What follows belongs to an exercise in optimizing a design on an open flow for small area; a production flow would make more cautious choices. Function was checked by simulation only, so behaviour that the tests miss may differ from the original. Power figures rest on the tool's default switching activity, not on a simulated workload.

==> inputs of willow <==
==> flow/design.v (excerpt) <==
module LCDI 
(
    input wire clk,
    input wire rst_n,
    input wire [8-1:0] data0_in,
    input wire [8-1:0] data1_in,
    input wire [8-1:0] data2_in,
    output wire [8-1:0] data0_out,
    output wire [8-1:0] data1_out,
    output wire [8-1:0] data2_out,
    output wire [8-1:0] data3_out,
    input wire frame_start,
    output reg frame_end,
    output reg line_end,
    output reg data_out_valid,
    output reg data_in_valid,
    input wire data_in_ready
);
clock: 10.0 ns
lec_check: 0
abc_area: 1
cap_margin: 20
core_margin: 2
core_utilization: 40
cts_buf_list: sky130_fd_sc_hd__clkbuf_8
cts_cluster_size: 24
slew_margin: 20
synth_hierarchical: 1
synth_memory_max_bits: 65536
run.sh (not shown) runs the stock make flow with config.mk's settings and CLKGATE_MAP_FILE= SYNTH_SCRIPT=/design/flow/synth_recipe.tcl, a recipe that flattens the netlist after the stock synthesis.
==> lagoon: changes against willow <==
==> flow/flow/run.sh (new file) <==
#!/bin/bash
# Layout flow: the standard flow (standard.sh, all steps), with one change:
# the ABC script used for the area-oriented technology mapping in synthesis
# (ABC_AREA 1) is flow/abc_area.script instead of ORFS's abc_area.script.
# Everything else, including the registers synthesis makes, is unchanged.
set -e
rm -rf scripts_abc
cp -r "$FLOW_HOME/scripts" scripts_abc
cp flow/abc_area.script scripts_abc/abc_area.script
export SCRIPTS_DIR="$PWD/scripts_abc"
bash standard.sh > standard_flow.log 2>&1
==> flow/flow/abc_area.script (new file) <==
strash
&get -n
&st
&synch2
&nf -R 1000
&put
==> flow/standard.sh (new file) <==
#!/bin/bash
# synth_recipe.tcl (not shown) runs the flow's synth.tcl, then flattens the netlist and writes it again
# the make line also repeats each setting of config.mk as NAME=value (left out here)
make -C /OpenROAD-flow-scripts/flow DESIGN_CONFIG=/design/flow/config.mk WORK_HOME=/design/flow/orfs CLKGATE_MAP_FILE= SYNTH_SCRIPT=/design/flow/synth_recipe.tcl "${@:-finish}"
--- a/flow/config.mk
+++ b/flow/config.mk
@@ -11,4 +11,2 @@
 export CORE_UTILIZATION = 40
-export CTS_BUF_LIST = sky130_fd_sc_hd__clkbuf_8
-export CTS_CLUSTER_SIZE = 24
 export SLEW_MARGIN = 20
removed: flow/run.sh
==> comparison table <==
metric                                                               lagoon         willow
Outcome                                    no timing/DRC/antenna violations  no timing/DRC/antenna violations
CP peak stage delay                                                 0.96 ns        1.18 ns
Most frequently used cell type in the post-synthesis netlist        a21oi_1        nand2_1
Transition time of the tightest slew-check pin                     1.274 ns       1.288 ns
Adder-Cell Fraction of Synth Area                                    31.02%         27.95%
Reg-to-reg slack, setup                                             0.82 ns        1.67 ns
Detailed-route via count                                              36440          40810
Area growth from synthesis to final layout                           14.77%         9.111%
Compound-gate portion of the synthesized area                        27.60%         16.43%
DP Wirelength                                                      126.8 mm       158.3 mm
Post-layout nets                                                       4742           5901
First-pass GRT wire length                                         245.7 mm       287.2 mm
Post-layout power                                                  3.059 mW       2.960 mW
Length of routed met2 wiring                                       70.73 mm       82.49 mm
Signal buffers                                                          304            159
WL per Instance                                               31.85 microns  30.54 microns
Total number of multi-input combinational cells                        3283           3915
DRC violation total after the first TritonRoute iteration              5677           5952
Relative contribution of sequential cells to total power              50.6%          52.3%
Worst flop-to-flop path endpoint                                    rcA0[1]       dout[13]
Total routed wire length on the met1 layer                         65.90 mm       81.71 mm

---

==> run a <==
LCDI, a different RTL version from the one above (not shown whole).
export LEC_CHECK = 0
export ABC_AREA = 1
export CAP_MARGIN = 20
export CORE_MARGIN = 2
export CORE_UTILIZATION = 70
export CTS_BUF_LIST = sky130_fd_sc_hd__clkbuf_8
export CTS_CLUSTER_SIZE = 24
export SLEW_MARGIN = 20
export SYNTH_HIERARCHICAL = 1
export SYNTH_MEMORY_MAX_BITS = 65536
create_clock -name core_clock -period 10.0 [get_ports {clk}]
standard.sh (not shown) runs the stock make flow with config.mk's settings and CLKGATE_MAP_FILE= SYNTH_SCRIPT=/design/flow/synth_recipe.tcl, a recipe that flattens the netlist after the stock synthesis.
==> flow/flow/run.sh <==
#!/bin/bash
# Layout flow: the standard flow (standard.sh, all steps), with one change:
# the ABC script used for the area-oriented technology mapping in synthesis
# (ABC_AREA 1) is flow/abc_area.script instead of ORFS's abc_area.script.
# Everything else, including the registers synthesis makes, is unchanged.
set -e
rm -rf scripts_abc
cp -r "$FLOW_HOME/scripts" scripts_abc
cp flow/abc_area.script scripts_abc/abc_area.script
export SCRIPTS_DIR="$PWD/scripts_abc"
bash standard.sh > standard_flow.log 2>&1
==> flow/flow/abc_area.script <==
strash
&get -n
&st
&synch2
&nf -R 1000
&put
==> run b (differences from run a) <==
--- a/flow/config.mk
+++ b/flow/config.mk
@@ -10,3 +10,3 @@
 export CORE_MARGIN = 2
-export CORE_UTILIZATION = 70
+export CORE_UTILIZATION = 55
 export CTS_BUF_LIST = sky130_fd_sc_hd__clkbuf_8
==> qor summary <==
Vert. Die Dim: run a 234 µm; run b 263 µm
Count of yosys warnings during synthesis: run a 7; run b 7
Proportion of synthesized chip area in sequential cells: run a 24.8%; run b 24.8%
Horiz. Die Dim: run a 234 µm; run b 263 µm
Number of flops mapped to enable cells by yosys: run a 144; run b 144
Top-level I/O count: run a 64; run b 64
H-tree levels: run a 2; run b 3
Cell Area, Placed: run a 39700 µm²; run b 40400 µm²
Placer Congestion: run a 1.25; run b 1.13
Status: run a aborted with a tool error; run b finished clean
Failing step: run a global routing; run b -
Area fraction in compound gates after synthesis: run a 27.0%; run b 27.0%
CTS buffer count: run a 58; run b 66
Distinct cell type count of the synthesized netlist: run a 63; run b 63
Core Rows: run a 84; run b 94
Total instance count after detailed placement: run a 4694; run b 4920
Largest buffer count on any clock path: run a 3; run b 3
Effective utilization at floorplan: run a 70.5%; run b 55.8%
HPWL after DPL: run a 124 mm; run b 136 mm
FF+latch count, synth: run a 369; run b 369
Cells after Synth: run a 3779; run b 3779
Setup WS pre-CTS: run a 567 ps; run b 932 ps

-- separate check: timing with driven ports --
How much do the figures lean on ideal ports? The routed layouts below were timed once more, with nothing changed but the port constraints.
Step 1 (the two cells are an assumption about what drives the block):
set clk [get_ports {clk}]
set_driving_cell -lib_cell sky130_fd_sc_hd__clkbuf_16 $clk
set_driving_cell -lib_cell sky130_fd_sc_hd__buf_2 [delete_from_list [all_inputs] $clk]
Step 2, shift: input delay + t, output delay - t, t = (earliest + latest rising clock arrival at the registers) / 2. This alone moves slack from input paths to output paths.
a / b / c = ideal ports / drivers / drivers and shift; a / b = the first two.
run | t (ns) | setup WS [ns] | slew at the worst register clock pin (ns) | cell pins on the clock port's net
willow | 0.778 | 1.670 / 1.670 / 1.670 | 0.08 / 0.08 | 1
lagoon | 0.651 | 0.823 / 0.823 / 0.823 | 0.07 / 0.07 | 1
run b | 0.724 | 0.620 / 0.620 / 0.620 | 0.10 / 0.10 | 1
After both steps every run listed still meets setup and hold.
